From an optimization exercise on the open Yosys and OpenROAD flow, aimed at small area; shortcuts taken in it are not production practice.
At most, simulation tests tie the RTL to the original design; equivalence was not proved.
Only the layout flow was run in run 3; the RTL was not checked for function there.
The clock cells of runs 4 to 7 come from the design's own scripts or RTL, not from TritonCTS.
The clock input has no modelled driver; a real chip could not lean on it and would need a root buffer or a full tree.
No activity file was given, so power comes from the tool's default toggle rates.

File: flow/design.v
`timescale 1ns / 1ps
module UART_FIFO_Top #(
    parameter DATA_WIDTH = 8,
    parameter FIFO_DEPTH = 16,
    parameter ADDR_WIDTH = 4
)(
    input clk,
    input rst,
    input en,
    input push_in,
    input pop_in,
    input [DATA_WIDTH-1:0] din,
    input [3:0] threshold,
    output [DATA_WIDTH-1:0] dout,
    output empty,
    output full,
    output overrun,
    output underrun,
    output thr_trigger
);
reg [DATA_WIDTH-1:0] mem [0:FIFO_DEPTH-1];    
reg [ADDR_WIDTH-1:0] cnt;                     
reg empty_t, full_t, overrun_t, underrun_t, thr_t;
wire push = push_in & ~full_t;
wire pop  = pop_in & ~empty_t;
wire inc  = push & ~pop;
wire dec  = pop & ~push;
always @(posedge clk) begin
    if (push) begin
        mem[0] <= din;
        for (int i = 1; i < FIFO_DEPTH; i++)
            mem[i] <= mem[i-1];
    end
end
wire [FIFO_DEPTH-1:0] hit;
fifo_dec4 u_dec (.a(cnt), .y(hit));
genvar g;
wire [FIFO_DEPTH-1:0] sel = {hit[0], hit[FIFO_DEPTH-1:1]};
generate
    for (g = 0; g < DATA_WIDTH; g = g + 1) begin : g_rd
        wire [FIFO_DEPTH-1:0] col;
        for (genvar k = 0; k < FIFO_DEPTH; k = k + 1) begin : g_col
            assign col[k] = mem[k][g];
        end
        fifo_mux16 u_mux (.s(sel), .d(col), .y(dout[g]));
    end
endgenerate
wire [ADDR_WIDTH-1:0] tgl;
assign tgl[0] = inc | dec;
generate
    for (g = 1; g < ADDR_WIDTH; g = g + 1) begin : g_tgl
        assign tgl[g] = (inc & (&cnt[g-1:0])) | (dec & ~(|cnt[g-1:0]));
    end
endgenerate
wire [ADDR_WIDTH:0] cge;
assign cge[0] = 1'b1;
generate
    for (g = 0; g < ADDR_WIDTH; g = g + 1) begin : g_cge
        assign cge[g+1] = (cnt[g] & ~threshold[g]) | ((cnt[g] | ~threshold[g]) & cge[g]);
    end
endgenerate
wire thr_ge = cge[ADDR_WIDTH] | (hit[0] & full_t);
always @(posedge clk, posedge rst) begin
    if (rst) begin
        cnt <= {ADDR_WIDTH{1'b0}};
        empty_t <= 1'b1;
        full_t <= 1'b0;
        overrun_t <= 1'b0;
        underrun_t <= 1'b0;
        thr_t <= 1'b0;
    end else begin
        cnt <= cnt ^ tgl;
        overrun_t <= push_in & full_t;
        underrun_t <= pop_in & empty_t;
        if (inc) begin
            empty_t <= 1'b0;
            full_t <= hit[FIFO_DEPTH-1] | ~en;
        end else if (dec) begin
            full_t <= 1'b0;
            empty_t <= hit[1] | ~en;
        end
        if (inc | dec)
            thr_t <= thr_ge;
    end
end
assign empty = empty_t;
assign full = full_t;
assign overrun = overrun_t;
assign underrun = underrun_t;
assign thr_trigger = thr_t;
endmodule
module fifo_mux16 (
    input  [15:0] s,
    input  [15:0] d,
    output y
);
wire [5:0] t;
fifo_aoi222 u0 (.a0(s[0]),  .b0(d[0]),  .a1(s[1]),  .b1(d[1]),  .a2(s[2]),  .b2(d[2]),  .y(t[0]));
fifo_aoi222 u1 (.a0(s[3]),  .b0(d[3]),  .a1(s[4]),  .b1(d[4]),  .a2(s[5]),  .b2(d[5]),  .y(t[1]));
fifo_aoi222 u2 (.a0(s[6]),  .b0(d[6]),  .a1(s[7]),  .b1(d[7]),  .a2(s[8]),  .b2(d[8]),  .y(t[2]));
fifo_aoi222 u3 (.a0(s[9]),  .b0(d[9]),  .a1(s[10]), .b1(d[10]), .a2(s[11]), .b2(d[11]), .y(t[3]));
fifo_aoi222 u4 (.a0(s[12]), .b0(d[12]), .a1(s[13]), .b1(d[13]), .a2(s[14]), .b2(d[14]), .y(t[4]));
assign t[5] = ~(s[15] & d[15]);
assign y = ~&t;
endmodule
module fifo_aoi222 (
    input a0, b0, a1, b1, a2, b2,
    output y
);
assign y = ~((a0 & b0) | (a1 & b1) | (a2 & b2));
endmodule
module fifo_dec4 (
    input  [3:0] a,
    output [15:0] y
);
wire [3:0] a_n;
wire [3:0] lo_n, hi_n;
fifo_inv   i0 (.a(a[0]), .y(a_n[0]));
fifo_inv   i1 (.a(a[1]), .y(a_n[1]));
fifo_inv   i2 (.a(a[2]), .y(a_n[2]));
fifo_inv   i3 (.a(a[3]), .y(a_n[3]));
fifo_nand2 l0 (.a(a_n[1]), .b(a_n[0]), .y(lo_n[0]));
fifo_nand2 l1 (.a(a_n[1]), .b(a[0]),   .y(lo_n[1]));
fifo_nand2 l2 (.a(a[1]),   .b(a_n[0]), .y(lo_n[2]));
fifo_nand2 l3 (.a(a[1]),   .b(a[0]),   .y(lo_n[3]));
fifo_nand2 h0 (.a(a_n[3]), .b(a_n[2]), .y(hi_n[0]));
fifo_nand2 h1 (.a(a_n[3]), .b(a[2]),   .y(hi_n[1]));
fifo_nand2 h2 (.a(a[3]),   .b(a_n[2]), .y(hi_n[2]));
fifo_nand2 h3 (.a(a[3]),   .b(a[2]),   .y(hi_n[3]));
genvar i;
generate
    for (i = 0; i < 16; i = i + 1) begin : g_y
        fifo_nor2 u (.a(hi_n[i / 4]), .b(lo_n[i % 4]), .y(y[i]));
    end
endgenerate
endmodule
module fifo_inv (input a, output y);
assign y = ~a;
endmodule
module fifo_nand2 (input a, input b, output y);
assign y = ~(a & b);
endmodule
module fifo_nor2 (input a, input b, output y);
assign y = ~(a | b);
endmodule
File: flow/run.sh
#!/bin/bash
# synth_recipe.tcl (not shown) runs the flow's synth.tcl, then flattens the netlist and writes it again
# the make line also repeats each setting of config.mk as NAME=value (left out here)
make -C /OpenROAD-flow-scripts/flow DESIGN_CONFIG=/design/flow/config.mk WORK_HOME=/design/flow/orfs CLKGATE_MAP_FILE= SYNTH_SCRIPT=/design/flow/synth_recipe.tcl finish
File: flow/config.mk
export PLATFORM = sky130hd
export DESIGN_NAME = UART_FIFO_Top
export DESIGN_NICKNAME = UART_FIFO_Top
export VERILOG_FILES = /design/flow/design.v
export SDC_FILE = /design/flow/constraint.sdc
export NUM_CORES = 4
export LEC_CHECK = 0
export CAP_MARGIN = 20
export CORE_MARGIN = 2
export CORE_UTILIZATION = 70
export CTS_BUF_LIST = sky130_fd_sc_hd__clkbuf_4
export SLEW_MARGIN = 20
export SYNTH_HIERARCHICAL = 1
File: flow/constraint.sdc
create_clock -name core_clock -period 5.0 [get_ports {clk}]
set_input_delay 1.0000 -clock core_clock [delete_from_list [all_inputs] [get_ports {clk}]]
set_output_delay 1.0000 -clock core_clock [all_outputs]
set_load 0.01 [all_outputs]
==> results of run 1 <==
[per-stage QoR]
| step | cells | total power, W | worst slack, ns |
|---|---|---|---|
| after floorplan | 266 | 0.00231 | 0.475 |
| after global placement | 393 | 0.00271 | 1.61 |
| after detailed placement | 393 | 0.00274 | 1.56 |
| after CTS | 424 | 0.00342 | 1.00 |
| after global routing | 424 | 0.00356 | 0.791 |
| final | 424 | 0.00342 | 0.979 |
[worst max path at each step]
stage,endpoint,cells after the start
final,dout[1],7
after global routing,dout[6],7
after CTS,dout[6],7
after detailed placement,dout[1],7
after global placement,dout[6],7
after floorplan,cnt[3],5
[Yosys stat by module (local to each module, per instance), excerpt]
module	cells inside	flops+latches
UART_FIFO_Top	174	137
fifo_aoi222	1	0
fifo_inv	1	0
fifo_mux16	3	0
fifo_nand2	1	0
fifo_nor2	1	0
[flip-flops by register name (all words and copies together) (netlist names)]
signal	flops
mem	128
underrun_t	1
empty_t	1
cnt	4
thr_t	1
overrun_t	1
full_t	1
[power breakdown]
group / total, W / switching (W) / internal [W]
registers: 0.00183 / 0.000181 / 0.00165
logic: 0.000907 / 0.000503 / 0.000405
clock network: 0.000686 / 0.000384 / 0.000303
total: 0.00342 / 0.00107 / 0.00236
[cells in the final DEF, fill, tap and decap left out, types with 5 or more instances in the layout]
master,netlist,final
and3_1,8,8
dfrtp_1,8,8
nand4_1,8,8
clkbuf_4,0,19
a222oi_1,40,40
nor2_1,16,16
clkdlybuf4s50_1,0,29
inv_1,10,9
nand2_1,20,20
nand2b_1,5,5
edfxtp_1,128,128
[kinds of logic after synthesis]
logic type / after synthesis
AO/OA/AOI/OAI: 49
XOR/XNOR: 4
adder cells (fa/ha/maj): 3
buffers and inverters: 10
flip-flops: 137
AND/OR/NAND/NOR: 63
[routing by layer]
metal	global-route usage	wire [um]
met5	0	0
met4	0.113	250
met3	0.0650	1100
met2	0.394	4560
met1	0.385	3710
[cell type report]
cell class	instances	area (sq um)
Clock buffer	19	143
Fill cell	364	1190
Timing Repair Buffer	31	305
Inverter	10	40.0
Tap cell	96	120
Sequential cell	137	4070
Multi-Input combinational cell	119	838
Clock inverter	12	129
==> summary.txt, run 1 <==
RR Endpoint mem[4][4]; reg2reg path depth 3; largest net degree at the start of global routing 48; CP cell instances inv_1 > nand2_1 > nor2_1 > a222oi_1 > and3_1 > nand4_1 > clkdlybuf4s50_1; Final setup viols 0; Synth area leaders edfxtp_1 78%, a222oi_1 8.1%, dfrtp_1 4.0%; CTS clock-pin slew for the worst setup and hold paths 0.12 ns; port bufs 29; Ant. Diodes 0; multiplexer share of the synthesized area 0; CTS tree yes; initial antenna violation count 0; cell family with most CP delay simple AND/OR/NAND/NOR gates; post-CTS setup buffers 0; Post-synth EDFFs 128; hold path start mem[4][6]; Netlist Area Pre-Place 4950 sq um; nets 335; vias per std cell 6.75; Synth Area in Simple Gates 0.0610; Crit. End Element primary output; grt total ovfl 0; hold buffers post-CTS 0; RSZ-0062 raised after global routing false; Synth Area in Adders 0.00734; WHS Path Cells 0; register area share after synthesis 0.823; cts repair resizes 0; worst slew pin tran 0.906 ns; VDD IR-drop max 0.376 mV; drt drc 0; asr flop ratio synth 0.0657; f_max 249 MHz; Crit path required time 4.00 ns; share of the synthesized area in the top cell type 0.777; Avg Cell Area, Syn 18.6 sq um; slew margin rel. 0.394; Site Rows 30; most common cell in the netlist edfxtp_1; Synth Area in XOR/XNOR 0.00708; DRT antenna net count 0; die height 88.1 um; Worst Hold Margin 0.453 ns; post-route clock skew 0.0151 ns; clk sink count 137; largest area contributor in the netlist edfxtp_1; Yosys reg bits 137; Final min period 4.02 ns; Critical Path AT 3.02 ns; Slew Viols, Final 0; Synth cell types 24; die area 7750 sq um; Cells after Synth 266; Core ar. 6830 sq um; Critical R2R Launch full_t; CTS Buf Count 17; post-synthesis compound-gate area fraction 0.0941; type of origin of the critical path flip-flop; global-route wire length before repair 14.4 mm; clk buf depth 2; die width 88.1 um; WL per Instance 22.7 um; largest family of logic cells by synthesized area compound AO/OA/AOI/OAI gates; delay of the slowest cell on the worst path 0.66 ns; crit path buf inv count 2; Worst-Skew Late Latency 0.52 ns; P per Cell Area 606 nW/um^2; yosys warns 8; reg-to-reg slack, setup 2.95 ns; initial drt markers 566; Worst Hold End mem[5][6]; setup tns final 0 ns; IO Count 30; Starting Density 0.724; Final Hold Violating Endpoints 0; max-cap violation count 0; slowest CP cell nor2_1; Hold Path Class reg -> reg; Layout area overhead 14.1%; Finished Cell Area 5650 sq um; drt pass-1 iters 6; layout cell share with drive strength beyond 1 0.113; Post-DP HPWL 6.11 mm; crit path launch cnt[1]; DP Area 5370 sq um; WL final 9.62 mm; Leakage 1.90 nW; DR vias 2863; status finished clean; clk root buf clkbuf_4; WS Path Type reg -> out; H-tree depth 4; Tcrit/Tclk final 0.804; Synth Flop Type edfxtp_1; gp weighted congestion 0.812; worst-path maximum fanout 9; vias in the first global route 2657; commonest cells in the netlist 128 x edfxtp_1, 40 x a222oi_1, 20 x nand2_1; Total GRT Usage 0.265; final design utilization 0.826; post-synth net total 285
==> inputs of run 2 (changes only) <==
==> flow/flow/run.sh (new file) <==
#!/bin/bash
# The standard ORFS layout (the standard.sh), with two changes:
#  - the smallest buffer (buf_1) on each input and output port instead of
#    buffer_ports' default choice;
#  - clock tree: clkbuf_4 leaves under a clkbuf_8 root, no dummy loads.
set -euo pipefail
bash standard.sh \
  "BUFFER_PORTS_ARGS=-buffer_cell sky130_fd_sc_hd__buf_1" \
  "CTS_ARGS=-sink_clustering_enable -repair_clock_nets -buf_list sky130_fd_sc_hd__clkbuf_4 -root_buf sky130_fd_sc_hd__clkbuf_8 -dont_use_dummy_load" \
  finish > standard.log 2>&1
==> flow/standard.sh (new file) <==
#!/bin/bash
# synth_recipe.tcl (not shown) runs the flow's synth.tcl, then flattens the netlist and writes it again
# the make line also repeats each setting of config.mk as NAME=value (left out here)
make -C /OpenROAD-flow-scripts/flow DESIGN_CONFIG=/design/flow/config.mk WORK_HOME=/design/flow/orfs CLKGATE_MAP_FILE= SYNTH_SCRIPT=/design/flow/synth_recipe.tcl "${@:-finish}"
--- a/flow/config.mk
+++ b/flow/config.mk
@@ -9,3 +9,3 @@
 export CORE_MARGIN = 2
-export CORE_UTILIZATION = 70
+export CORE_UTILIZATION = 40
 export CTS_BUF_LIST = sky130_fd_sc_hd__clkbuf_4
removed: flow/run.sh
==> run 2 against run 1 <==
Compared with the run above: highest routed layer unchanged; still clean on timing, DRC and antenna; die area rose by 71%; clock power fell by 28%; synthesized cell count did not move; critical endpoint is now dout[2]; register-to-register slack got worse by 0.09 ns; non-clock buffer count did not move; worst setup slack improved by 0.37 ns; hold slack got worse by 0.014 ns.
==> summary.txt, run 2 <==
Synth Flop Type edfxtp_1 (unchanged); worst-path maximum fanout 9 (unchanged); most frequent cells in the layout 128 x edfxtp_1, 40 x a222oi_1, 29 x buf_1, 20 x nand2_1 (was 128 x edfxtp_1, 40 x a222oi_1, 29 x clkdlybuf4s50_1, 20 x nand2_1, 19 x clkbuf_4); post-synth net total 285 (unchanged); Avg Cell Area, Syn 18.6 sq um (unchanged); delay of the slowest cell on the worst path 0.69 ns (was 0.66 ns); commonest cells in the netlist 128 x edfxtp_1, 40 x a222oi_1, 20 x nand2_1 (unchanged); CTS clock-pin slew for the worst setup and hold paths 0.10 ns (was 0.12 ns); post-route clock skew 0.0177 ns (was 0.0151 ns); post-CTS setup buffers 0 (unchanged); clk sink count 137 (unchanged); Synth cell types 24 (unchanged); RSZ-0062 raised after global routing false (unchanged); WS Path Type reg -> out (unchanged); initial drt markers 425 (was 566); port bufs 29 (unchanged); Slew Viols, Final 0 (unchanged); Final Power 0.00310 W (was 0.00342 W); Final setup viols 0 (unchanged); initial antenna violation count 0 (unchanged); asr flop ratio synth 0.0657 (unchanged); DR vias 2782 (was 2863); Post-synth EDFFs 128 (unchanged); gp weighted congestion 0.748 (was 0.812); Cells after Synth 266 (unchanged); setup tns final 0 ns (unchanged); commonest non-fill, non-tap cell in the layout edfxtp_1 (unchanged); final design utilization 0.449 (was 0.826); die width 115 um (was 88.1 um); Synth area leaders edfxtp_1 78%, a222oi_1 8.1%, dfrtp_1 4.0% (unchanged); nets 335 (unchanged); clk buf depth 2 (unchanged); Worst-Skew Late Latency 0.42 ns (was 0.52 ns); Total GRT Usage 0.165 (was 0.265); Leakage 1.76 nW (was 1.90 nW); global-route wire length before repair 15.6 mm (was 14.4 mm); type of origin of the critical path flip-flop (unchanged); DP Cell Count 465 (was 393); largest area contributor in the netlist edfxtp_1 (unchanged); die area 13300 sq um (was 7750 sq um); H-tree depth 4 (unchanged); CTS Buf Count 17 (unchanged); Crit path required time 4.00 ns (about the same); WL final 10.2 mm (was 9.62 mm); Netlist Area Pre-Place 4950 sq um (unchanged); cts repair resizes 0 (unchanged); die height 115 um (was 88.1 um); Ant. Diodes 0 (unchanged); Post-Layout Cell Count 482 (was 424); slowest CP cell nor2_1 (unchanged); drt drc 0 (unchanged); f_max 274 MHz (was 249 MHz); top flop regs mem (128), cnt (4) (unchanged); largest net degree at the start of global routing 62 (was 48); Tcrit/Tclk final 0.729 (was 0.804); CTS tree yes (unchanged); most common cell in the netlist edfxtp_1 (unchanged); Place WS 1.79 ns (was 1.56 ns); slew margin rel. 0.327 (was 0.394); worst slew pin tran 1.01 ns (was 0.906 ns); yosys warns 8 (unchanged); Critical R2R Launch full_t (unchanged); Starting Density 0.410 (was 0.724); max-cap violation count 0 (unchanged); WL per Instance 21.2 um (was 22.7 um); layout cell share with drive strength beyond 1 0.0732 (was 0.113); Yosys reg bits 137 (unchanged); Site Rows 40 (was 30); Top reg by flops mem (unchanged); Final Hold Violating Endpoints 0 (unchanged); IO Count 30 (unchanged); P per Cell Area 573 nW/um^2 (was 606 nW/um^2); Critical Path AT 2.65 ns (was 3.02 ns); share of the synthesized area in the top cell type 0.777 (unchanged); clk root buf clkbuf_8 (was clkbuf_4); hold buffers post-CTS 0 (unchanged); Layout area overhead 9.51% (was 14.1%); drt pass-1 iters 6 (unchanged); Core ar. 12100 sq um (was 6830 sq um); DRT antenna net count 0 (unchanged); register area share after synthesis 0.823 (unchanged); hold path start mem[5][3] (was mem[4][6]); grt total ovfl 0 (unchanged); max reg flops 128 (unchanged); Final min period 3.65 ns (was 4.02 ns); CP cell instances inv_1 > nand2_1 > nor2_1 > a222oi_1 > and3_1 > nand4_1 > buf_1 (was inv_1 > nand2_1 > nor2_1 > a222oi_1 > and3_1 > nand4_1 > clkdlybuf4s50_1); Hold Path Class reg -> reg (unchanged); status finished clean (unchanged); Final WS setup 1.35 ns (was 0.979 ns); crit path launch cnt[1] (unchanged); VDD IR-drop max 0.190 mV (was 0.376 mV); Crit. End Element primary output (unchanged); Post-DP HPWL 6.24 mm (was 6.11 mm); vias per std cell 5.77 (was 6.75); vias in the first global route 2714 (was 2657)
run 2: cell type report:
class                   instances  area, sq um
fillers                      1057         6650
flip-flops and latches        137         4070
multi-input cells             119          838
well taps                     168          210
clock buffers                  17          134
repair buffers                 31          124
inverters                      10         40.0
run 2: logic make-up after synthesis:
family	share of synthesized area
adder cells (fa/ha/maj)	0.00734
AND/OR/NAND/NOR	0.0610
flip-flops	0.823
buffers and inverters	0.00759
XOR/XNOR	0.00708
AO/OA/AOI/OAI	0.0941
run 2: path summary, 6_finish.rpt:
check                             to  slack [ns]  cells past startpoint
max in group asynchronous    empty_t        4.19                      2
min in group asynchronous  overrun_t        0.51                      2
max                          dout[2]        1.35                      7
min                        mem[6][3]        0.44                      0
min reg2reg                mem[6][3]        0.44                      0
max reg2reg                mem[0][7]        2.86                      3
run 2: per-module statistics from Yosys, one instance, submodules excluded, excerpt:
| module | copies in the design | flops+latches | area [sq um] |
|---|---|---|---|
| fifo_nor2 | 16 | 0 | 3.75 |
| fifo_nand2 | 8 | 0 | 3.75 |
| fifo_aoi222 | 40 | 0 | 10.0 |
| fifo_inv | 4 | 0 | 3.75 |
| fifo_mux16 | 8 | 0 | 16.3 |
| UART_FIFO_Top | 1 | 137 | 4310 |
run 2: layer usage:
| layer | global-route usage | up-vias | part of all wire |
|---|---|---|---|
| met2 | 0.240 | 170 | 0.46 |
| li1 | - | 1220 | - |
| met1 | 0.232 | 1382 | 0.44 |
| met3 | 0.0575 | 10 | 0.097 |
| met4 | 0.0618 | 0 | 0.0099 |
| met5 | 0 | - | 0 |
run 2: critical path, delay by kind of cell (launching register included):
family / cells / cell delay, ns
AOI/OAI and AO/OA: 1 / 0.34
buffers and inverters: 2 / 0.28
DFF: 1 / 0.49
and+or+nand+nor: 4 / 1.12
run 2: per-stage QoR:
stage          hold WS, ns  area (sq um)
4_1_cts              0.440          5420
3_3_place_gp         0.427          5280
3_5_place_dp         0.435          5280
5_1_grt              0.456          5420
6_report             0.439          5420
2_1_floorplan        0.425          4950
run 2: power breakdown:
part | switching [W] | internal (W)
registers | 0.000172 | 0.00165
clock network | 0.000329 | 0.000167
logic | 0.000522 | 0.000265
total | 0.00102 | 0.00208
==> inputs of run 3 (changes only) <==
--- a/flow/design.v
+++ b/flow/design.v
@@ -27,12 +27,20 @@
 wire dec  = pop & ~push;
-always @(posedge clk) begin
-    if (push) begin
-        mem[0] <= din;
-        for (int i = 1; i < FIFO_DEPTH; i++)
-            mem[i] <= mem[i-1];
+wire [DATA_WIDTH-1:0] push_l;
+wire push_in_n;
+fifo_inv u_push_n (.a(push_in), .y(push_in_n));
+genvar g;
+generate
+    for (g = 0; g < DATA_WIDTH; g = g + 1) begin : g_lane
+        fifo_nor2 u_push (.a(push_in_n), .b(full_t), .y(push_l[g]));
+        always @(posedge clk) begin
+            if (push_l[g]) begin
+                mem[0][g] <= din[g];
+                for (int i = 1; i < FIFO_DEPTH; i++)
+                    mem[i][g] <= mem[i-1][g];
+            end
+        end
     end
-end
+endgenerate
 wire [FIFO_DEPTH-1:0] hit;
 fifo_dec4 u_dec (.a(cnt), .y(hit));
-genvar g;
 wire [FIFO_DEPTH-1:0] sel = {hit[0], hit[FIFO_DEPTH-1:1]};
==> run 3 against run 2 <==
Compared with the run above: critical path depth unchanged; largest cell class unchanged; still clean on timing, DRC and antenna; flip-flop and latch count stayed put; count of clock-buffer cells in the layout stayed put; wire length rose by 4.0%; sequential share of layout area fell by 0.67 points; combinational power grew 0.8%; register-to-register slack better by 0.18 ns; largest power group unchanged; cell area up 0.90%; utilization grew 0.40 points.
==> summary.txt, run 3 <==
DRT antenna net count 0 (unchanged); Starting Density 0.413 (was 0.410); asr flop ratio synth 0.0657 (unchanged); gp weighted congestion 0.775 (was 0.748); WL final 10.6 mm (was 10.2 mm); max-cap violation count 0 (unchanged); vias per std cell 5.80 (was 5.77); crit path buf inv count 2 (unchanged); WHS Path Cells 0 (unchanged); global-route wire length before repair 15.7 mm (was 15.6 mm); slew margin rel. 0.238 (was 0.327); Core ar. 12100 sq um (unchanged); Synth cell types 24 (unchanged); CTS tree yes (unchanged); worst slew pin tran 1.14 ns (was 1.01 ns); Top reg by flops mem (unchanged); post-CTS setup buffers 0 (unchanged); post-synth net total 292 (was 285); Total GRT Usage 0.166 (was 0.165); Post-synth EDFFs 128 (unchanged); die height 116 um (was 115 um); Crit. End Element primary output (unchanged); WL per Instance 21.8 um (was 21.2 um); worst-path maximum fanout 9 (unchanged); WS Path Type reg -> out (unchanged); CTS Buf Count 17 (unchanged); Layout area overhead 9.69% (was 9.51%); Final Hold Violating Endpoints 0 (unchanged); clk sink count 137 (unchanged); initial drt markers 443 (was 425); Final WS setup 1.37 ns (was 1.35 ns); cell family with most CP delay simple AND/OR/NAND/NOR gates (unchanged); Worst Hold Margin 0.445 ns (was 0.439 ns); VDD IR-drop max 0.258 mV (was 0.190 mV); Crit path required time 4.00 ns (about the same); Post-DP HPWL 6.27 mm (was 6.24 mm); clk root buf clkbuf_8 (unchanged); grt total ovfl 0 (unchanged); Avg Cell Area, Syn 18.3 sq um (was 18.6 sq um); CTS clock-pin slew for the worst setup and hold paths 0.09 ns (was 0.10 ns); DR vias 2834 (was 2782); initial antenna violation count 0 (unchanged); Tcrit/Tclk final 0.727 (was 0.729); Cells after Synth 273 (was 266); cts repair resizes 0 (unchanged); share of the synthesized area in the top cell type 0.771 (was 0.777); H-tree depth 4 (unchanged); largest area contributor in the netlist edfxtp_1 (unchanged); f_max 275 MHz (was 274 MHz); most common cell in the netlist edfxtp_1 (unchanged); Worst-Skew Late Latency 0.41 ns (was 0.42 ns); Synth Flop Type edfxtp_1 (unchanged); die width 116 um (was 115 um); Netlist Area Pre-Place 4980 sq um (was 4950 sq um); Final setup viols 0 (unchanged); slowest CP cell nor2_1 (unchanged); nets 342 (was 335); IO Count 30 (unchanged); largest net degree at the start of global routing 17 (was 62); status finished clean (unchanged); most frequent cells in the layout 128 x edfxtp_1, 40 x a222oi_1, 29 x buf_1, 19 x nor2_1, 18 x nand2_1 (was 128 x edfxtp_1, 40 x a222oi_1, 29 x buf_1, 20 x nand2_1); delay of the slowest cell on the worst path 0.81 ns (was 0.69 ns); reg2reg path depth 5 (was 3); post-route clock skew 0.0220 ns (was 0.0177 ns); port bufs 29 (unchanged); final design utilization 0.453 (was 0.449); top flop regs mem (128), cnt (4) (unchanged); Final min period 3.63 ns (was 3.65 ns); Slew Viols, Final 0 (unchanged); Site Rows 40 (unchanged); hold buffers post-CTS 0 (unchanged); Leakage 1.79 nW (was 1.76 nW); CP cell instances inv_1 > nand2_1 > nor2_1 > a222oi_1 > and3_1 > nand4_1 > buf_1 (unchanged); type of origin of the critical path flip-flop (unchanged); commonest cells in the netlist 128 x edfxtp_1, 40 x a222oi_1, 25 x nor2_1 (was 128 x edfxtp_1, 40 x a222oi_1, 20 x nand2_1); vias in the first global route 2753 (was 2714); register area share after synthesis 0.817 (was 0.823); RSZ-0062 raised after global routing false (unchanged); commonest non-fill, non-tap cell in the layout edfxtp_1 (unchanged); drt pass-1 iters 5 (was 6); Yosys reg bits 137 (unchanged); max reg flops 128 (unchanged); yosys warns 8 (unchanged); Synth area leaders edfxtp_1 77%, a222oi_1 8.0%, dfrtp_1 4.0% (was edfxtp_1 78%, a222oi_1 8.1%, dfrtp_1 4.0%); Ant. Diodes 0 (unchanged); drt drc 0 (unchanged); layout cell share with drive strength beyond 1 0.0903 (was 0.0732); clk buf depth 2 (unchanged); setup tns final 0 ns (unchanged); die area 13400 sq um (was 13300 sq um); CP Depth 7 (unchanged); P per Cell Area 569 nW/um^2 (was 573 nW/um^2); Critical Path AT 2.63 ns (was 2.65 ns); Hold Path Class reg -> reg (unchanged); Place WS 1.83 ns (was 1.79 ns)
[run 3: stage by stage]
stage	std cells	total power, W	cell area, sq um
floorplan	273	0.00230	4980
global placement	472	0.00262	5320
finish	489	0.00311	5470
global route	489	0.00328	5470
detailed placement	472	0.00264	5330
CTS	489	0.00313	5470
[run 3: where the power goes]
group | total [W] | switching [W] | internal, W | leakage, nW
clock | 0.000488 | 0.000321 | 0.000167 | 0.0808
combinational | 0.000794 | 0.000518 | 0.000276 | 0.361
sequential | 0.00183 | 0.000183 | 0.00165 | 1.35
[run 3: logic make-up after synthesis]
logic type | after synthesis | share of synthesized area
mux | 2 | 0.00402
xor+xnor | 4 | 0.00703
compound gates | 47 | 0.0907
fa+ha+maj | 3 | 0.00728
simple gates | 69 | 0.0658
buf+inv | 11 | 0.00829
flops | 137 | 0.817
[run 3: worst paths after layout]
path / slack (ns) / to / startpoint
min in group asynchronous: 0.53 / underrun_t / rst
max in group asynchronous: 4.17 / empty_t / rst
worst max register to register: 3.04 / empty_t / cnt[1]
worst max-delay path: 1.37 / dout[4] / cnt[1]
worst min register to register: 0.44 / mem[7][0] / mem[6][0]
worst min-delay path: 0.44 / mem[7][0] / mem[6][0]
[run 3: final cells by class]
class | count | area [sq um]
clock buffers | 17 | 134
fillers | 1060 | 6600
repair buffers | 31 | 124
well taps | 168 | 210
multi-input cells | 125 | 886
flip-flops and latches | 137 | 4070
inverters | 11 | 41.3
[run 3: routing by layer]
metal	part of all wire	vias up	track usage
li1	-	1242	-
met1	0.44	1457	0.237
met2	0.47	127	0.244
met3	0.088	8	0.0513
met4	0.0080	0	0.0554
met5	0	-	0
[run 3: modules after synthesis, one instance, submodules excluded, a selection]
module / times used / flip-flops and latches / area (sq um) / cells
UART_FIFO_Top: 1 / 137 / 4310 / 172
fifo_mux16: 8 / 0 / 16.3 / 3
fifo_aoi222: 40 / 0 / 10.0 / 1
fifo_inv: 5 / 0 / 3.75 / 1
fifo_nand2: 8 / 0 / 3.75 / 1
fifo_nor2: 24 / 0 / 3.75 / 1
==> inputs of run 4 (changes only) <==
--- a/flow/design.v
+++ b/flow/design.v
@@ -27,20 +27,12 @@
 wire dec  = pop & ~push;
-wire [DATA_WIDTH-1:0] push_l;
-wire push_in_n;
-fifo_inv u_push_n (.a(push_in), .y(push_in_n));
-genvar g;
-generate
-    for (g = 0; g < DATA_WIDTH; g = g + 1) begin : g_lane
-        fifo_nor2 u_push (.a(push_in_n), .b(full_t), .y(push_l[g]));
-        always @(posedge clk) begin
-            if (push_l[g]) begin
-                mem[0][g] <= din[g];
-                for (int i = 1; i < FIFO_DEPTH; i++)
-                    mem[i][g] <= mem[i-1][g];
-            end
-        end
+always @(posedge clk) begin
+    if (push) begin
+        mem[0] <= din;
+        for (int i = 1; i < FIFO_DEPTH; i++)
+            mem[i] <= mem[i-1];
     end
-endgenerate
+end
 wire [FIFO_DEPTH-1:0] hit;
 fifo_dec4 u_dec (.a(cnt), .y(hit));
+genvar g;
 wire [FIFO_DEPTH-1:0] sel = {hit[0], hit[FIFO_DEPTH-1:1]};
==> flow/flow/run.sh (replaced) <==
#!/bin/bash
# The standard ORFS layout (the standard.sh), with two changes:
#  - the smallest buffer (buf_1) on each input and output port instead of
#    buffer_ports' default choice;
#  - the clock tree is built by flow/cts_hook.tcl (a root clkbuf_8 feeding
#    CTS_NLEAF clkbuf_4 leaves over k-means clusters of the flip-flops)
#    instead of TritonCTS; the rest of ORFS's CTS step runs unchanged.
set -euo pipefail
export CTS_NLEAF=13
bash standard.sh \
  "BUFFER_PORTS_ARGS=-buffer_cell sky130_fd_sc_hd__buf_1" \
  "PRE_CTS_TCL=$(pwd)/flow/cts_hook.tcl" \
  finish > standard.log 2>&1
==> flow/flow/cts_hook.tcl (new file) <==
# Clock tree built here in place of TritonCTS: the flip-flops are split into
# CTS_NLEAF clusters of about equal size by k-means on their placed
# positions, each driven by one leaf buffer at its centre; a single root
# buffer, at the centre of the leaves and the only cell the clock port feeds,
# drives the leaves. ORFS's cts.tcl then legalizes and repairs timing as usual.
rename clock_tree_synthesis my_orig_clock_tree_synthesis
proc clock_tree_synthesis {args} {
  set nleaf [expr {[info exists ::env(CTS_NLEAF)] ? $::env(CTS_NLEAF) : 12}]
  set leaf_master_name [expr {[info exists ::env(CTS_LEAF_BUF)] ? $::env(CTS_LEAF_BUF) : "sky130_fd_sc_hd__clkbuf_4"}]
  set root_master_name [expr {[info exists ::env(CTS_ROOT_BUF)] ? $::env(CTS_ROOT_BUF) : "sky130_fd_sc_hd__clkbuf_8"}]
  set db [ord::get_db]
  set block [ord::get_db_block]
  set leaf_master [$db findMaster $leaf_master_name]
  set root_master [$db findMaster $root_master_name]
  set clk_net [$block findNet clk]
  # sinks: every instance pin on the clock net
  set sinks {}
  foreach it [$clk_net getITerms] {
    set inst [$it getInst]
    set bb [$inst getBBox]
    set x [expr {([$bb xMin] + [$bb xMax]) / 2.0}]
    set y [expr {([$bb yMin] + [$bb yMax]) / 2.0}]
    lappend sinks [list $it $x $y]
  }
  set n [llength $sinks]
  puts "custom CTS: $n sinks, $nleaf leaves"
  # k-means with a size cap: seed centres along a sorted order, then iterate
  set sorted [lsort -real -index 1 $sinks]
  set cx {}; set cy {}
  for {set k 0} {$k < $nleaf} {incr k} {
    set s [lindex $sorted [expr {int(($k + 0.5) * $n / $nleaf)}]]
    lappend cx [lindex $s 1]; lappend cy [lindex $s 2]
  }
  set cap [expr {int(ceil(double($n) / $nleaf))}]
  for {set iter 0} {$iter < 30} {incr iter} {
    # capacitated assignment: greedily by distance over all sink-centre pairs
    set pairs {}
    for {set i 0} {$i < $n} {incr i} {
      set s [lindex $sinks $i]
      for {set k 0} {$k < $nleaf} {incr k} {
        set d [expr {abs([lindex $s 1] - [lindex $cx $k]) + abs([lindex $s 2] - [lindex $cy $k])}]
        lappend pairs [list $d $i $k]
      }
    }
    set pairs [lsort -real -index 0 $pairs]
    set assign [lrepeat $n -1]
    set count [lrepeat $nleaf 0]
    set left $n
    foreach p $pairs {
      lassign $p d i k
      if {[lindex $assign $i] >= 0} continue
      if {[lindex $count $k] >= $cap} continue
      lset assign $i $k
      lset count $k [expr {[lindex $count $k] + 1}]
      incr left -1
      if {$left == 0} break
    }
    set sx [lrepeat $nleaf 0.0]; set sy [lrepeat $nleaf 0.0]
    for {set i 0} {$i < $n} {incr i} {
      set k [lindex $assign $i]
      set s [lindex $sinks $i]
      lset sx $k [expr {[lindex $sx $k] + [lindex $s 1]}]
      lset sy $k [expr {[lindex $sy $k] + [lindex $s 2]}]
    }
    for {set k 0} {$k < $nleaf} {incr k} {
      set c [lindex $count $k]
      if {$c > 0} {
        lset cx $k [expr {[lindex $sx $k] / $c}]
        lset cy $k [expr {[lindex $sy $k] / $c}]
      }
    }
  }
  puts "custom CTS: cluster sizes $count"
  # root buffer at the centre of the leaves
  set rx 0.0; set ry 0.0
  for {set k 0} {$k < $nleaf} {incr k} {
    set rx [expr {$rx + [lindex $cx $k]}]; set ry [expr {$ry + [lindex $cy $k]}]
  }
  set rx [expr {int($rx / $nleaf)}]; set ry [expr {int($ry / $nleaf)}]
  set root [odb::dbInst_create $block $root_master clkbuf_root]
  $root setLocation $rx $ry
  $root setPlacementStatus PLACED
  set root_net [odb::dbNet_create $block clknet_root]
  $root_net setSigType CLOCK
  [$root findITerm X] connect $root_net
  set leaf_nets {}
  for {set k 0} {$k < $nleaf} {incr k} {
    set b [odb::dbInst_create $block $leaf_master clkbuf_leaf_$k]
    $b setLocation [expr {int([lindex $cx $k])}] [expr {int([lindex $cy $k])}]
    $b setPlacementStatus PLACED
    set ln [odb::dbNet_create $block clknet_leaf_$k]
    $ln setSigType CLOCK
    [$b findITerm A] connect $root_net
    [$b findITerm X] connect $ln
    lappend leaf_nets $ln
  }
  for {set i 0} {$i < $n} {incr i} {
    set it [lindex [lindex $sinks $i] 0]
    $it disconnect
    $it connect [lindex $leaf_nets [lindex $assign $i]]
  }
  [$root findITerm A] connect $clk_net
  $clk_net setSigType CLOCK
  puts "custom CTS: done"
}
--- a/flow/config.mk
+++ b/flow/config.mk
@@ -10,3 +10,2 @@
 export CORE_UTILIZATION = 40
-export CTS_BUF_LIST = sky130_fd_sc_hd__clkbuf_4
 export SLEW_MARGIN = 20
==> run 4 against run 3 <==
Compared with the run above: largest cell class unchanged; via count is 1.3% lower; register-to-register slack got worse by 0.18 ns; worst setup slack worse by 0.070 ns; area after synthesis decreased by 0.73%; cell area down 1.3%; fmax shrank 1.9%; still clean on timing, DRC and antenna; hold slack better by 0.0086 ns; critical path type unchanged; combinational power down 0.8%; first-iteration DRC count is 21% higher; clock skew shrank 0.0084 ns; sequential power is essentially flat.
==> summary.txt, run 4 <==
post-route clock skew 0.0136 ns (was 0.0220 ns); drt pass-1 iters 8 (was 5); DP Cell Count 465 (was 472); CTS clock-pin slew for the worst setup and hold paths 0.11 ns (was 0.09 ns); largest net degree at the start of global routing 62 (was 17); IO Count 30 (unchanged); nets 332 (was 342); Final Hold Violating Endpoints 0 (unchanged); Cells after Synth 266 (was 273); Layout area overhead 9.06% (was 9.69%); Crit path required time 4.00 ns (about the same); P per Cell Area 568 nW/um^2 (was 569 nW/um^2); post-CTS setup buffers 0 (unchanged); Worst Hold Margin 0.453 ns (was 0.445 ns); DRT antenna net count 0 (unchanged); commonest cells in the netlist 128 x edfxtp_1, 40 x a222oi_1, 20 x nand2_1 (was 128 x edfxtp_1, 40 x a222oi_1, 25 x nor2_1); worst-path maximum fanout 9 (unchanged); top flop regs mem (128), cnt (4) (unchanged); Tcrit/Tclk final 0.741 (was 0.727); Finished Cell Area 5390 sq um (was 5470 sq um); vias per std cell 5.84 (was 5.80); register area share after synthesis 0.823 (was 0.817); slowest CP cell nor2_1 (unchanged); VDD IR-drop max 0.187 mV (was 0.258 mV); Avg Cell Area, Syn 18.6 sq um (was 18.3 sq um); max reg flops 128 (unchanged); Final Power 0.00306 W (was 0.00311 W); initial drt markers 537 (was 443); most common cell in the netlist edfxtp_1 (unchanged); Top reg by flops mem (unchanged); setup tns final 0 ns (unchanged); WL final 10.1 mm (was 10.6 mm); cts repair resizes 0 (unchanged); die area 13300 sq um (was 13400 sq um); Yosys reg bits 137 (unchanged); CP cell instances inv_1 > nand2_1 > nor2_1 > a222oi_1 > and3_1 > nand4_1 > buf_1 (unchanged); Site Rows 40 (unchanged); yosys warns 8 (unchanged); Final min period 3.70 ns (was 3.63 ns); Post-DP HPWL 6.24 mm (was 6.27 mm); Hold Path Class reg -> reg (unchanged); Slew Viols, Final 0 (unchanged); Synth Flop Type edfxtp_1 (unchanged); global-route wire length before repair 15.4 mm (was 15.7 mm); slew margin rel. 0.324 (was 0.238); largest area contributor in the netlist edfxtp_1 (unchanged); f_max 270 MHz (was 275 MHz); Leakage 1.75 nW (was 1.79 nW); initial antenna violation count 0 (unchanged); DP Area 5280 sq um (was 5330 sq um); Worst-Skew Late Latency 0.42 ns (was 0.41 ns); Core ar. 12100 sq um (unchanged); WS Path Type reg -> out (unchanged); worst slew pin tran 1.01 ns (was 1.14 ns); Post-synth EDFFs 128 (unchanged); die height 115 um (was 116 um); asr flop ratio synth 0.0657 (unchanged); Crit. End Element primary output (unchanged); most frequent cells in the layout 128 x edfxtp_1, 40 x a222oi_1, 29 x buf_1, 20 x nand2_1, 16 x nor2_1 (was 128 x edfxtp_1, 40 x a222oi_1, 29 x buf_1, 19 x nor2_1, 18 x nand2_1); vias in the first global route 2678 (was 2753); Synth area leaders edfxtp_1 78%, a222oi_1 8.1%, dfrtp_1 4.0% (was edfxtp_1 77%, a222oi_1 8.0%, dfrtp_1 4.0%); Final setup viols 0 (unchanged); die width 115 um (was 116 um); layout cell share with drive strength beyond 1 0.0643 (was 0.0903); delay of the slowest cell on the worst path 0.72 ns (was 0.81 ns); grt total ovfl 0 (unchanged); max-cap violation count 0 (unchanged); type of origin of the critical path flip-flop (unchanged); commonest non-fill, non-tap cell in the layout edfxtp_1 (unchanged); Total GRT Usage 0.152 (was 0.166); reg-to-reg slack, setup 2.86 ns (was 3.04 ns); status finished clean (unchanged); Critical Path AT 2.70 ns (was 2.63 ns); post-synth net total 285 (was 292); Starting Density 0.410 (was 0.413); RSZ-0062 raised after global routing false (unchanged); Netlist Area Pre-Place 4950 sq um (was 4980 sq um); Ant. Diodes 0 (unchanged); DR vias 2797 (was 2834); gp weighted congestion 0.748 (was 0.775); drt drc 0 (unchanged); hold buffers post-CTS 0 (unchanged); Post-Layout Cell Count 479 (was 489); WL per Instance 21.1 um (was 21.8 um); Synth cell types 24 (unchanged); port bufs 29 (unchanged); share of the synthesized area in the top cell type 0.777 (was 0.771)
## run 4: final cells by class
cell class | instances | area [sq um]
Sequential cell | 137 | 4070
Tap cell | 168 | 210
Fill cell | 1053 | 6670
Timing Repair Buffer | 31 | 124
Inverter | 10 | 40.0
Buffer | 14 | 111
Multi-Input combinational cell | 119 | 838
## run 4: worst paths after layout
path | startpoint | endpoint | cells after the start
worst max-delay path | cnt[1] | dout[2] | 7
worst min-delay path | mem[7][0] | mem[8][0] | 0
worst max register to register | full_t | mem[0][7] | 3
worst min register to register | mem[7][0] | mem[8][0] | 0
max in group asynchronous | rst | empty_t | 2
min in group asynchronous | rst | overrun_t | 2
## run 4: power by group
| part | switching (W) | leakage [nW] | total (W) | internal [W] |
|---|---|---|---|---|
| clock | 0.000316 | 0.0670 | 0.000455 | 0.000139 |
| combinational | 0.000523 | 0.334 | 0.000788 | 0.000265 |
| sequential | 0.000172 | 1.35 | 0.00182 | 0.00165 |
| total | 0.00101 | 1.75 | 0.00306 | 0.00205 |
## run 4: logic make-up after synthesis
| kind of cell | share of synthesized area |
|---|---|
| adder cells (fa/ha/maj) | 0.00734 |
| flip-flops | 0.823 |
| AND/OR/NAND/NOR | 0.0610 |
| buffers and inverters | 0.00759 |
| XOR/XNOR | 0.00708 |
| AO/OA/AOI/OAI | 0.0941 |
## run 4: per-module statistics from Yosys (local to each module, per instance), a selection
module | cells | area [sq um] | flip-flops and latches
UART_FIFO_Top | 174 | 4310 | 137
fifo_mux16 | 3 | 16.3 | 0
fifo_aoi222 | 1 | 10.0 | 0
fifo_inv | 1 | 3.75 | 0
fifo_nand2 | 1 | 3.75 | 0
fifo_nor2 | 1 | 3.75 | 0
## run 4: through the flow
step            util  worst slack [ns]
2_1_floorplan      -             0.475
3_3_place_gp   0.438              1.74
3_5_place_dp   0.438              1.79
4_1_cts        0.447              1.79
5_1_grt        0.447              1.15
6_report       0.447              1.30
## run 4: per-layer routing
layer	share of wire	global-route usage
met2	0.46	0.240
met5	0	0
met4	0.021	0.0265
met1	0.42	0.229
met3	0.097	0.0211
## run 4: worst max-delay path, delay by kind of cell, from the launching register on
| kind | cells | cell delay (ns) |
|---|---|---|
| buffers and inverters | 2 | 0.28 |
| and+or+nand+nor | 4 | 1.16 |
| AOI/OAI and AO/OA | 1 | 0.34 |
| DFF | 1 | 0.50 |
==> inputs of run 5 (changes only) <==
--- a/flow/flow/run.sh
+++ b/flow/flow/run.sh
@@ -12,2 +12,3 @@
   "PRE_CTS_TCL=$(pwd)/flow/cts_hook.tcl" \
+  "RECOVER_POWER=100" \
   finish > standard.log 2>&1
==> run 5 against run 4 <==
Compared with the run above: highest routed layer unchanged; global-route usage did not move; cell count did not move; via count fell by 0.79%; flip-flop and latch count did not move; wire length fell by 0.65%; clock skew fell by 0.0014 ns; largest cell class unchanged; now fails the layout checks on max-capacitance violations, max-slew violations; cell area fell by 0.14%; largest power group unchanged; critical path type unchanged; synthesized cell count did not move.
==> summary.txt, run 5 <==
Synth cell types 24 (unchanged); Synth area leaders edfxtp_1 78%, a222oi_1 8.1%, dfrtp_1 4.0% (unchanged); Final Power 0.00306 W (about the same); Cells after Synth 266 (unchanged); final design utilization 0.447 (about the same); status finished with violations (was finished clean); worst slew pin tran 1.87 ns (was 1.01 ns); register area share after synthesis 0.823 (unchanged); DR vias 2775 (was 2797); f_max 274 MHz (was 270 MHz); post-route clock skew 0.0122 ns (was 0.0136 ns); VDD IR-drop max 0.187 mV (about the same); slew margin rel. -0.247 (was 0.324); layout filler cell count 1057 (was 1053); Global Route met3 Usage 0.0211 (unchanged); vias in the first global route 2678 (unchanged); max reg flops 128 (unchanged); post-CTS setup buffers 0 (unchanged); Hold Path Class reg -> reg (unchanged); commonest cells in the netlist 128 x edfxtp_1, 40 x a222oi_1, 20 x nand2_1 (unchanged); DP Area 5280 sq um (unchanged); port bufs 29 (unchanged); reg2reg path depth 3 (unchanged); RR Endpoint mem[1][2] (was mem[0][7]); Starting Density 0.410 (unchanged); post-synth net total 285 (unchanged); max-cap violation count 2 (was 0); Finished Cell Area 5390 sq um (about the same); Final setup viols 0 (unchanged); initial drt markers 496 (was 537); commonest non-fill, non-tap cell in the layout edfxtp_1 (unchanged); Worst Hold Margin 0.452 ns (was 0.453 ns); most frequent cells in the layout 128 x edfxtp_1, 40 x a222oi_1, 29 x buf_1, 20 x nand2_1, 16 x nor2_1 (unchanged); Crit path required time 4.00 ns (about the same); Netlist Area Pre-Place 4950 sq um (unchanged); top flop regs mem (128), cnt (4) (unchanged); Worst Hold End mem[8][0] (unchanged); WS Path Type reg -> out (unchanged); WL per Instance 21.0 um (was 21.1 um); Critical R2R Launch full_t (unchanged); WHS Path Cells 0 (unchanged); RSZ-0062 raised after global routing false (unchanged); hold path start mem[7][0] (unchanged); share of the synthesized area in the top cell type 0.777 (unchanged); largest area contributor in the netlist edfxtp_1 (unchanged); Core ar. 12100 sq um (unchanged); M2 GR Usage 0.240 (unchanged); Total GRT Usage 0.152 (unchanged); Leakage 1.74 nW (was 1.75 nW); die area 13300 sq um (unchanged); hold buffers post-CTS 0 (unchanged); vias per std cell 5.79 (was 5.84); CP cell instances inv_1 > nand2_1 > nor2_1 > a222oi_1 > and3_1 > nand4_1 > buf_1 (unchanged); Post-synth EDFFs 128 (unchanged); Crit. End Element primary output (unchanged); Most Crowded Layer GR met2 (unchanged); largest net degree at the start of global routing 62 (unchanged); Yosys reg bits 137 (unchanged); Layout Check Fails max-capacitance violations, max-slew violations; IO Count 30 (unchanged); Final Hold Violating Endpoints 0 (unchanged); Tcrit/Tclk final 0.731 (was 0.741); CTS clock-pin slew for the worst setup and hold paths 0.11 ns (about the same); yosys warns 8 (unchanged); die height 115 um (unchanged); delay of the slowest cell on the worst path 0.70 ns (was 0.72 ns); most common cell in the netlist edfxtp_1 (unchanged); Top reg by flops mem (unchanged); setup tns final 0 ns (unchanged); drt drc 0 (unchanged); asr flop ratio synth 0.0657 (unchanged); cts repair resizes 0 (unchanged); Final min period 3.66 ns (was 3.70 ns); DRT antenna net count 0 (unchanged); drt pass-1 iters 5 (was 8); worst-path maximum fanout 9 (unchanged); Post-DP HPWL 6.24 mm (unchanged); P per Cell Area 568 nW/um^2 (about the same); initial antenna violation count 0 (unchanged); Ant. Diodes 0 (unchanged); Worst-Skew Late Latency 0.42 ns (about the same); nets 332 (unchanged); die width 115 um (unchanged); WL final 10.1 mm (about the same); reg-to-reg slack, setup 1.93 ns (was 2.86 ns); Site Rows 40 (unchanged); type of origin of the critical path flip-flop (unchanged); gp weighted congestion 0.748 (unchanged); slowest CP cell nor2_1 (unchanged); Synth Flop Type edfxtp_1 (unchanged); Layout area overhead 8.90% (was 9.06%); met1 GRT Util 0.229 (unchanged); layout cell share with drive strength beyond 1 0.0547 (was 0.0643); Avg Cell Area, Syn 18.6 sq um (unchanged); Slew Viols, Final 72 (was 0); Critical Path AT 2.66 ns (was 2.70 ns); global-route wire length before repair 15.4 mm (unchanged); grt total ovfl 0 (unchanged)
run 5: cell counts after synthesis:
No cell type changed its count.
run 5: report_power, final:
group          internal, W  switching, W
combinational     0.000262      0.000522
sequential         0.00165      0.000172
clock             0.000139      0.000313
total              0.00205       0.00101
run 5: modules after synthesis, one instance, submodules excluded, a selection:
module         cells inside  copies in the design  flip-flops and latches
fifo_inv                  1                     4                       0
UART_FIFO_Top           174                     1                     137
fifo_aoi222               1                    40                       0
fifo_nand2                1                     8                       0
fifo_mux16                3                     8                       0
fifo_nor2                 1                    16                       0
run 5: worst max-delay path: cells and delay by family (launching register included):
family | cells | cell delay (ns)
flops | 1 | 0.49
compound gates | 1 | 0.33
simple gates | 4 | 1.13
buf+inv | 2 | 0.28
run 5: area by class of cell:
type,instances,area [sq um],area share
sequential,137,4070,0.756
multi-input combinational,119,838,0.156
tap,168,210,0.0390
timing repair buffer,31,116,0.0216
buffer,14,111,0.0207
inverter,10,40.0,0.00743
run 5: kinds of logic after synthesis:
| group | Yosys count | share of synthesized area |
|---|---|---|
| simple gates | 63 | 0.0610 |
| buf+inv | 10 | 0.00759 |
| flops | 137 | 0.823 |
| xor+xnor | 4 | 0.00708 |
| compound gates | 49 | 0.0941 |
| fa+ha+maj | 3 | 0.00734 |
run 5: metal layers:
| layer | vias up | wire length (um) |
|---|---|---|
| met5 | - | 0 |
| met4 | 0 | 206 |
| met3 | 18 | 840 |
| met2 | 144 | 4650 |
| met1 | 1393 | 4360 |
| li1 | 1220 | - |
run 5: metrics by stage:
| stage | std cells | worst slack (ns) |
|---|---|---|
| after floorplan | 266 | 0.475 |
| after global placement | 465 | 1.74 |
| after detailed placement | 465 | 1.79 |
| after CTS | 479 | 1.79 |
| after global routing | 479 | 1.15 |
| final | 479 | 1.34 |
run 5: how the worst max path moves through the flow:
stage	from	endpoint	cells after the start
final	cnt[1]	dout[2]	7
after global routing	cnt[1]	dout[4]	7
after CTS	cnt[1]	dout[2]	7
after detailed placement	cnt[1]	dout[2]	7
after global placement	cnt[1]	dout[2]	7
after floorplan	push_in	cnt[3]	5
==> inputs of run 6 (changes only) <==
--- a/flow/flow/run.sh
+++ b/flow/flow/run.sh
@@ -8,3 +8,3 @@
 set -euo pipefail
-export CTS_NLEAF=13
+export CTS_NLEAF=12
 bash standard.sh \
@@ -12,3 +12,2 @@
   "PRE_CTS_TCL=$(pwd)/flow/cts_hook.tcl" \
-  "RECOVER_POWER=100" \
   finish > standard.log 2>&1
--- a/flow/config.mk
+++ b/flow/config.mk
@@ -9,3 +9,3 @@
 export CORE_MARGIN = 2
-export CORE_UTILIZATION = 40
+export CORE_UTILIZATION = 65
 export SLEW_MARGIN = 20
==> run 6 against run 5 <==
Compared with the run above: the run now finishes clean; flip-flop and latch count is the same; area after synthesis stayed put; die area down 37%; fmax grew 3.0%; global-route usage up 7.8 points; largest power group unchanged.
==> summary.txt, run 6 <==
WL final 9.33 mm (was 10.1 mm); Core ar. 7290 sq um (was 12100 sq um); Top reg by flops mem (unchanged); Layout area overhead 7.16% (was 8.90%); Final setup viols 0 (unchanged); VDD IR-drop max 0.268 mV (was 0.187 mV); die height 91.2 um (was 115 um); Yosys reg bits 137 (unchanged); largest area contributor in the netlist edfxtp_1 (unchanged); Total GRT Usage 0.229 (was 0.152); cts repair resizes 0 (unchanged); Tcrit/Tclk final 0.710 (was 0.731); die area 8320 sq um (was 13300 sq um); IO Count 30 (unchanged); vias in the first global route 2625 (was 2678); Synth area leaders edfxtp_1 78%, a222oi_1 8.1%, dfrtp_1 4.0% (unchanged); Hold Path Class reg -> reg (unchanged); worst-path maximum fanout 9 (unchanged); Critical Path AT 2.55 ns (was 2.66 ns); post-synth net total 285 (unchanged); type of origin of the critical path flip-flop (unchanged); DRT antenna net count 0 (unchanged); max-cap violation count 0 (was 2); commonest cells in the netlist 128 x edfxtp_1, 40 x a222oi_1, 20 x nand2_1 (unchanged); asr flop ratio synth 0.0657 (unchanged); Worst Hold Margin 0.433 ns (was 0.452 ns); Top Metal Used met4 (unchanged); most common cell in the netlist edfxtp_1 (unchanged); largest net degree at the start of global routing 51 (was 62); Finished Cell Area 5300 sq um (was 5390 sq um); most frequent cells in the layout 128 x edfxtp_1, 40 x a222oi_1, 29 x buf_1, 20 x nand2_1, 16 x nor2_1 (unchanged); final design utilization 0.727 (was 0.447); met2 WL post-DR 4.37 mm (was 4.65 mm); die width 91.2 um (was 115 um); yosys warns 8 (unchanged); register area share after synthesis 0.823 (unchanged); Worst-Skew Late Latency 0.41 ns (was 0.42 ns); Crit. End Element primary output (unchanged); Register Area 4070 sq um (unchanged); Cells after Synth 266 (unchanged); nets 331 (was 332); Netlist Area Pre-Place 4950 sq um (unchanged); CTS clock-pin slew for the worst setup and hold paths 0.11 ns (about the same); met1 wire length 3.88 mm (was 4.36 mm); share of the synthesized area in the top cell type 0.777 (unchanged); f_max 282 MHz (was 274 MHz); Post-synth EDFFs 128 (unchanged); Final min period 3.55 ns (was 3.66 ns); layout filler cell count 478 (was 1057); DR vias 2750 (was 2775); crit path launch cnt[1] (unchanged); gp weighted congestion 0.767 (was 0.748); drt pass-1 iters 8 (was 5); setup tns final 0 ns (unchanged); slew margin rel. 0.373 (was -0.247); reg-to-reg slack, setup 2.89 ns (was 1.93 ns); post-CTS setup buffers 0 (unchanged); initial antenna violation count 0 (unchanged); Slew Viols, Final 0 (was 72); layout cell share with drive strength beyond 1 0.0613 (was 0.0547); vias per std cell 6.72 (was 5.79); DR WL met3 841 um (was 840 um); Ant. Diodes 0 (unchanged); max reg flops 128 (unchanged); drt drc 0 (unchanged); Final Power 0.00302 W (was 0.00306 W); WS Path Type reg -> out (unchanged); Post-DP HPWL 5.92 mm (was 6.24 mm); Final Hold Violating Endpoints 0 (unchanged); Avg Cell Area, Syn 18.6 sq um (unchanged); commonest non-fill, non-tap cell in the layout edfxtp_1 (unchanged); Critical R2R Launch full_t (unchanged); worst slew pin tran 0.937 ns (was 1.87 ns); WL per Instance 22.8 um (was 21.0 um); grt total ovfl 0 (unchanged); port bufs 29 (unchanged); P per Cell Area 569 nW/um^2 (was 568 nW/um^2); Leakage 1.74 nW (about the same); status finished clean (was finished with violations); DP Area 5200 sq um (was 5280 sq um); initial drt markers 400 (was 496); global-route wire length before repair 14.6 mm (was 15.4 mm); Starting Density 0.678 (was 0.410); end of the critical path dout[1] (was dout[2]); top flop regs mem (128), cnt (4) (unchanged); Crit path required time 4.00 ns (about the same); Site Rows 31 (was 40); footprint of the multi-input gates 838 sq um (unchanged); post-route clock skew 0.0330 ns (was 0.0122 ns); Synth Flop Type edfxtp_1 (unchanged); Synth cell types 24 (unchanged); RR Endpoint mem[2][7] (was mem[1][2]); hold buffers post-CTS 0 (unchanged); RSZ-0062 raised after global routing false (unchanged); reg2reg path depth 3 (unchanged)
-- run 6: stage by stage --
| stage | setup slack [ns] | std cells |
|---|---|---|
| 2_1_floorplan | 0.475 | 266 |
| 3_3_place_gp | 1.94 | 396 |
| 3_5_place_dp | 1.89 | 396 |
| 4_1_cts | 1.90 | 409 |
| 5_1_grt | 1.22 | 409 |
| 6_report | 1.45 | 409 |
-- run 6: how the worst min path moves through the flow --
stage / from / end / slack [ns] / depth (start not counted)
6_report: mem[5][5] / mem[6][5] / 0.43 / 0
5_1_grt: mem[5][5] / mem[6][5] / 0.44 / 0
3_5_place_dp: mem[6][4] / mem[7][4] / 0.43 / 0
2_1_floorplan: mem[9][0] / mem[10][0] / 0.43 / 0
4_1_cts: mem[4][3] / mem[5][3] / 0.43 / 0
3_3_place_gp: mem[12][3] / mem[13][3] / 0.43 / 0
-- run 6: report_power, final --
| group | switching [W] | internal (W) | total [W] |
|---|---|---|---|
| sequential | 0.000168 | 0.00165 | 0.00181 |
| clock | 0.000299 | 0.000131 | 0.000430 |
| combinational | 0.000509 | 0.000265 | 0.000774 |
-- run 6: layout make-up --
class	count	area share
Sequential cell	137	0.768
Multi-Input combinational cell	119	0.158
Timing Repair Buffer	31	0.0234
Tap cell	99	0.0234
Buffer	13	0.0196
Inverter	10	0.00755
-- run 6: cell families after synthesis --
logic type | count (synthesis) | share of synthesized area
fa+ha+maj | 3 | 0.00734
compound gates | 49 | 0.0941
flops | 137 | 0.823
simple gates | 63 | 0.0610
buf+inv | 10 | 0.00759
xor+xnor | 4 | 0.00708
-- run 6: per-layer routing --
layer | GRT usage | up-vias
met4 | 0.0644 | 0
met3 | 0.0315 | 22
met5 | 0 | -
li1 | - | 1215
met2 | 0.351 | 160
met1 | 0.355 | 1353
-- run 6: critical path, cell delays in order (launching register included) --
cell and delay (ns):
dfrtp_1 0.49, inv_1 0.12, nand2_1 0.10, nor2_1 0.64, a222oi_1 0.31, and3_1 0.21, nand4_1 0.10, buf_1 0.16
-- run 6: Yosys stat by module, one instance, submodules excluded, excerpt --
module | cells | times used
UART_FIFO_Top | 174 | 1
fifo_mux16 | 3 | 8
fifo_aoi222 | 1 | 40
fifo_inv | 1 | 4
fifo_nand2 | 1 | 8
fifo_nor2 | 1 | 16
==> inputs of run 7 (changes only) <==
==> flow/flow/run.sh (replaced) <==
#!/bin/bash
# The standard ORFS layout (the standard.sh), with three changes:
#  - the smallest buffer (buf_1) on each input and output port instead of
#    buffer_ports' default choice;
#  - after the floorplan, flow/downsize.tcl sets every combinational cell to
#    the smallest drive strength of its kind (placement's repair_design then
#    fixes any slew or capacitance this breaks);
#  - the clock tree is built by flow/cts_hook.tcl (a root clkbuf_8 feeding
#    CTS_NLEAF clkbuf_4 leaves over k-means clusters of the flip-flops)
#    instead of TritonCTS; the rest of ORFS's CTS step runs unchanged.
set -euo pipefail
export CTS_NLEAF=13
bash standard.sh \
  "BUFFER_PORTS_ARGS=-buffer_cell sky130_fd_sc_hd__buf_1" \
  "POST_FLOORPLAN_TCL=$(pwd)/flow/downsize.tcl" \
  "PRE_CTS_TCL=$(pwd)/flow/cts_hook.tcl" \
  finish > standard.log 2>&1
==> flow/flow/downsize.tcl (new file) <==
# Each combinational cell that synthesis gave more than the smallest drive
# strength is set back to the smallest one of its kind; placement's
# repair_design then sizes up or buffers whatever that leaves too weak.
set my_lib [lindex [get_libs *] 0]
set my_n 0
foreach inst [get_cells *] {
  set ref [get_property $inst ref_name]
  if {![regexp {^(sky130_fd_sc_hd__([a-z0-9]+))_([0-9]+)$} $ref -> base kind drive]} continue
  if {[regexp {^(df|edf|sdf|sedf|dl|tap|fill|decap|conb)} $kind]} continue
  set best $ref
  set best_area [get_property [get_lib_cells */$ref] area]
  foreach lc [get_lib_cells */${base}_*] {
    set name [get_property $lc name]
    if {![regexp "^${base}_\[0-9\]+\$" $name]} continue
    if {[get_property $lc dont_use]} continue
    set a [get_property $lc area]
    if {$a < $best_area} { set best $name; set best_area $a }
  }
  if {$best ne $ref} {
    replace_cell $inst [get_lib_cells */$best]
    incr my_n
  }
}
puts "downsize: $my_n cells set to their smallest drive strength"
--- a/flow/config.mk
+++ b/flow/config.mk
@@ -9,3 +9,3 @@
 export CORE_MARGIN = 2
-export CORE_UTILIZATION = 65
+export CORE_UTILIZATION = 40
 export SLEW_MARGIN = 20
==> run 7 against run 6 <==
Compared with the run above: still clean; worst setup slack got worse by 0.035 ns; die area rose by 59%; flip-flop and latch count stayed put; critical path type unchanged; highest routed layer unchanged.
==> summary.txt, run 7 <==
die area 13300 sq um (was 8320 sq um); WL final 9.78 mm (was 9.33 mm); yosys warns 8 (unchanged); Post-synth EDFFs 128 (unchanged); multiplexer share of the synthesized area 0 (unchanged); RSZ-0062 raised after global routing false (unchanged); drt pass-1 iters 6 (was 8); drt drc 0 (unchanged); Post-DP HPWL 6.42 mm (was 5.92 mm); asr flop ratio synth 0.0657 (unchanged); post-CTS setup buffers 0 (unchanged); Avg Cell Area, Syn 18.6 sq um (unchanged); vias per std cell 5.65 (was 6.72); Layout area overhead 8.90% (was 7.16%); initial drt markers 556 (was 400); top flop regs mem (128), cnt (4) (unchanged); type of origin of the critical path flip-flop (unchanged); share of the synthesized area in the top cell type 0.777 (unchanged); die height 115 um (was 91.2 um); status finished clean (unchanged); vias in the first global route 2697 (was 2625); hold buffers post-CTS 0 (unchanged); initial antenna violation count 0 (unchanged); Hold Path Class reg -> reg (unchanged); Tcrit/Tclk final 0.717 (was 0.710); Worst Hold End mem[8][1] (was mem[6][5]); Final min period 3.58 ns (was 3.55 ns); Total GRT Usage 0.146 (was 0.229); Worst-Skew Late Latency 0.41 ns (about the same); Synth Area in Adders 0.00734 (unchanged); largest net degree at the start of global routing 65 (was 51); Synth cell types 24 (unchanged); Crit. End Element primary output (unchanged); Leakage 1.75 nW (was 1.74 nW); DP Cell Count 465 (was 396); DRT antenna net count 0 (unchanged); nets 332 (was 331); worst slew pin tran 0.875 ns (was 0.937 ns); worst-path maximum fanout 9 (unchanged); Starting Density 0.410 (was 0.678); post-route clock skew 0.0233 ns (was 0.0330 ns); Synth Area in XOR/XNOR 0.00708 (unchanged); WS Path Type reg -> out (unchanged); largest area contributor in the netlist edfxtp_1 (unchanged); layout cell share with drive strength beyond 1 0.0579 (was 0.0613); IO Count 30 (unchanged); DP Area 5280 sq um (was 5200 sq um); f_max 279 MHz (was 282 MHz); Slew Viols, Final 0 (unchanged); Place WS 1.90 ns (was 1.89 ns); post-synth net total 285 (unchanged); Worst Hold Margin 0.441 ns (was 0.433 ns); reg-to-reg slack, setup 2.79 ns (was 2.89 ns); VDD IR-drop max 0.187 mV (was 0.268 mV); global-route wire length before repair 15.2 mm (was 14.6 mm); slew margin rel. 0.415 (was 0.373); setup tns final 0 ns (unchanged); Post-Layout Cell Count 479 (was 409); Crit path required time 4.00 ns (about the same); max reg flops 128 (unchanged); WHS Path Cells 0 (unchanged); commonest non-fill, non-tap cell in the layout edfxtp_1 (unchanged); Cells after Synth 266 (unchanged); cts repair resizes 0 (unchanged); Core ar. 12100 sq um (was 7290 sq um); most common cell in the netlist edfxtp_1 (unchanged); register area share after synthesis 0.823 (unchanged); DR vias 2705 (was 2750); largest family of logic cells by synthesized area compound AO/OA/AOI/OAI gates (unchanged); grt total ovfl 0 (unchanged); CTS clock-pin slew for the worst setup and hold paths 0.12 ns (was 0.11 ns); most frequent cells in the layout 128 x edfxtp_1, 40 x a222oi_1, 29 x buf_1, 20 x nand2_1, 16 x nor2_1 (unchanged); Synth area leaders edfxtp_1 78%, a222oi_1 8.1%, dfrtp_1 4.0% (unchanged); Critical Path AT 2.58 ns (was 2.55 ns); post-synthesis compound-gate area fraction 0.0941 (unchanged); Final Hold Violating Endpoints 0 (unchanged); gp weighted congestion 0.823 (was 0.767); port bufs 29 (unchanged); Final WS setup 1.42 ns (was 1.45 ns); Site Rows 40 (was 31); WL per Instance 20.4 um (was 22.8 um); Top reg by flops mem (unchanged); Synth Area in Simple Gates 0.0610 (unchanged); Synth Flop Type edfxtp_1 (unchanged); P per Cell Area 566 nW/um^2 (was 569 nW/um^2); Ant. Diodes 0 (unchanged); max-cap violation count 0 (unchanged); reg2reg path depth 3 (unchanged); commonest cells in the netlist 128 x edfxtp_1, 40 x a222oi_1, 20 x nand2_1 (unchanged); Finished Cell Area 5390 sq um (was 5300 sq um); Netlist Area Pre-Place 4950 sq um (unchanged); RR Endpoint mem[12][4] (was mem[2][7]); Final setup viols 0 (unchanged); Critical R2R Launch full_t (unchanged); Yosys reg bits 137 (unchanged); die width 115 um (was 91.2 um); hold path start mem[7][1] (was mem[5][5])
run 7: cell counts after synthesis:
Identical to the previous run, type by type.
run 7: final cells by class:
class                      instances  area, sq um
inverter                          10         40.0
timing repair buffer              31          124
tap                              168          210
sequential                       137         4070
fill                            1061         6680
multi-input combinational        119          831
buffer                            14          111
run 7: modules after synthesis (local to each module, per instance), excerpt:
module         area (sq um)  flip-flops and latches
fifo_aoi222            10.0                       0
UART_FIFO_Top          4310                     137
fifo_nor2              3.75                       0
fifo_mux16             16.3                       0
fifo_nand2             3.75                       0
fifo_inv               3.75                       0
run 7: where the power goes:
| group | switching, W | total, W | internal, W |
|---|---|---|---|
| Combinational | 0.000507 | 0.000770 | 0.000263 |
| Sequential | 0.000176 | 0.00182 | 0.00165 |
| Clock | 0.000316 | 0.000455 | 0.000140 |
run 7: cell families (layout without fill, tap and decap cells):
group,count (synthesis),after routing
adders and majority gates,3,3
DFF,137,137
xor gates and xnor gates,4,4
and+or+nand+nor,63,63
AOI/OAI and AO/OA,49,49
buffers and inverters,10,55
run 7: how the worst max path moves through the flow:
stage	from	to	slack (ns)
2_1_floorplan	push_in	cnt[3]	0.47
3_5_place_dp	cnt[1]	dout[4]	1.90
3_3_place_gp	cnt[1]	dout[4]	1.99
5_1_grt	cnt[1]	dout[4]	1.24
6_report	cnt[1]	dout[4]	1.42
4_1_cts	cnt[1]	dout[4]	1.88
run 7: through the flow:
stage           util  total power [W]
6_report       0.447          0.00305
5_1_grt        0.447          0.00322
4_1_cts        0.447          0.00295
3_5_place_dp   0.437          0.00262
3_3_place_gp   0.437          0.00260
2_1_floorplan      -          0.00231
run 7: worst max-delay path, stage by stage, from the launching register on:
cell and delay [ns]:
dfrtp_1 0.49, inv_1 0.11, nand2_1 0.10, nor2_1 0.63
a222oi_1 0.33, and3_1 0.23, nand4_1 0.09, buf_1 0.17
run 7: layer usage:
| layer | part of all wire | up-vias | wire (um) | GRT usage |
|---|---|---|---|---|
| met2 | 0.46 | 116 | 4500 | 0.232 |
| met4 | 0.021 | 0 | 202 | 0.0313 |
| met1 | 0.46 | 1349 | 4450 | 0.219 |
| met5 | 0 | - | 0 | 0 |
| li1 | - | 1219 | - | - |
| met3 | 0.064 | 21 | 628 | 0.0190 |

==> afterwards: timing with drivers on the ports <==
How much do the figures lean on ideal ports? The routed layouts below were timed once more, with nothing changed but the port constraints.
Step 1 sets driving cells, clkbuf_16 on the clock port and buf_2 on the other inputs (assumed; they add their load-dependent delay and slew).
Step 2 also shifts input and output timing later by t, the mid clock arrival at the registers, as if the neighbouring blocks saw the same clock.
a / b / c = ideal ports / drivers / drivers and shift; a / b = the first two.
run | shift t [ns] | slack for setup (ns) | cell pins on the clock port's net
run 1 | 0.537 | 0.979 / 0.953 / 1.490 | 1
run 2 | 0.439 | 1.353 / 1.321 / 1.760 | 1
run 3 | 0.423 | 1.365 / 1.333 / 1.756 | 1
run 4 | 0.453 | 1.295 / 1.259 / 1.712 | 1
run 5 | 0.450 | 1.344 / 1.308 / 1.344 | 1
run 6 | 0.428 | 1.452 / 1.421 / 1.849 | 1
run 7 | 0.437 | 1.417 / 1.385 / 1.822 | 1
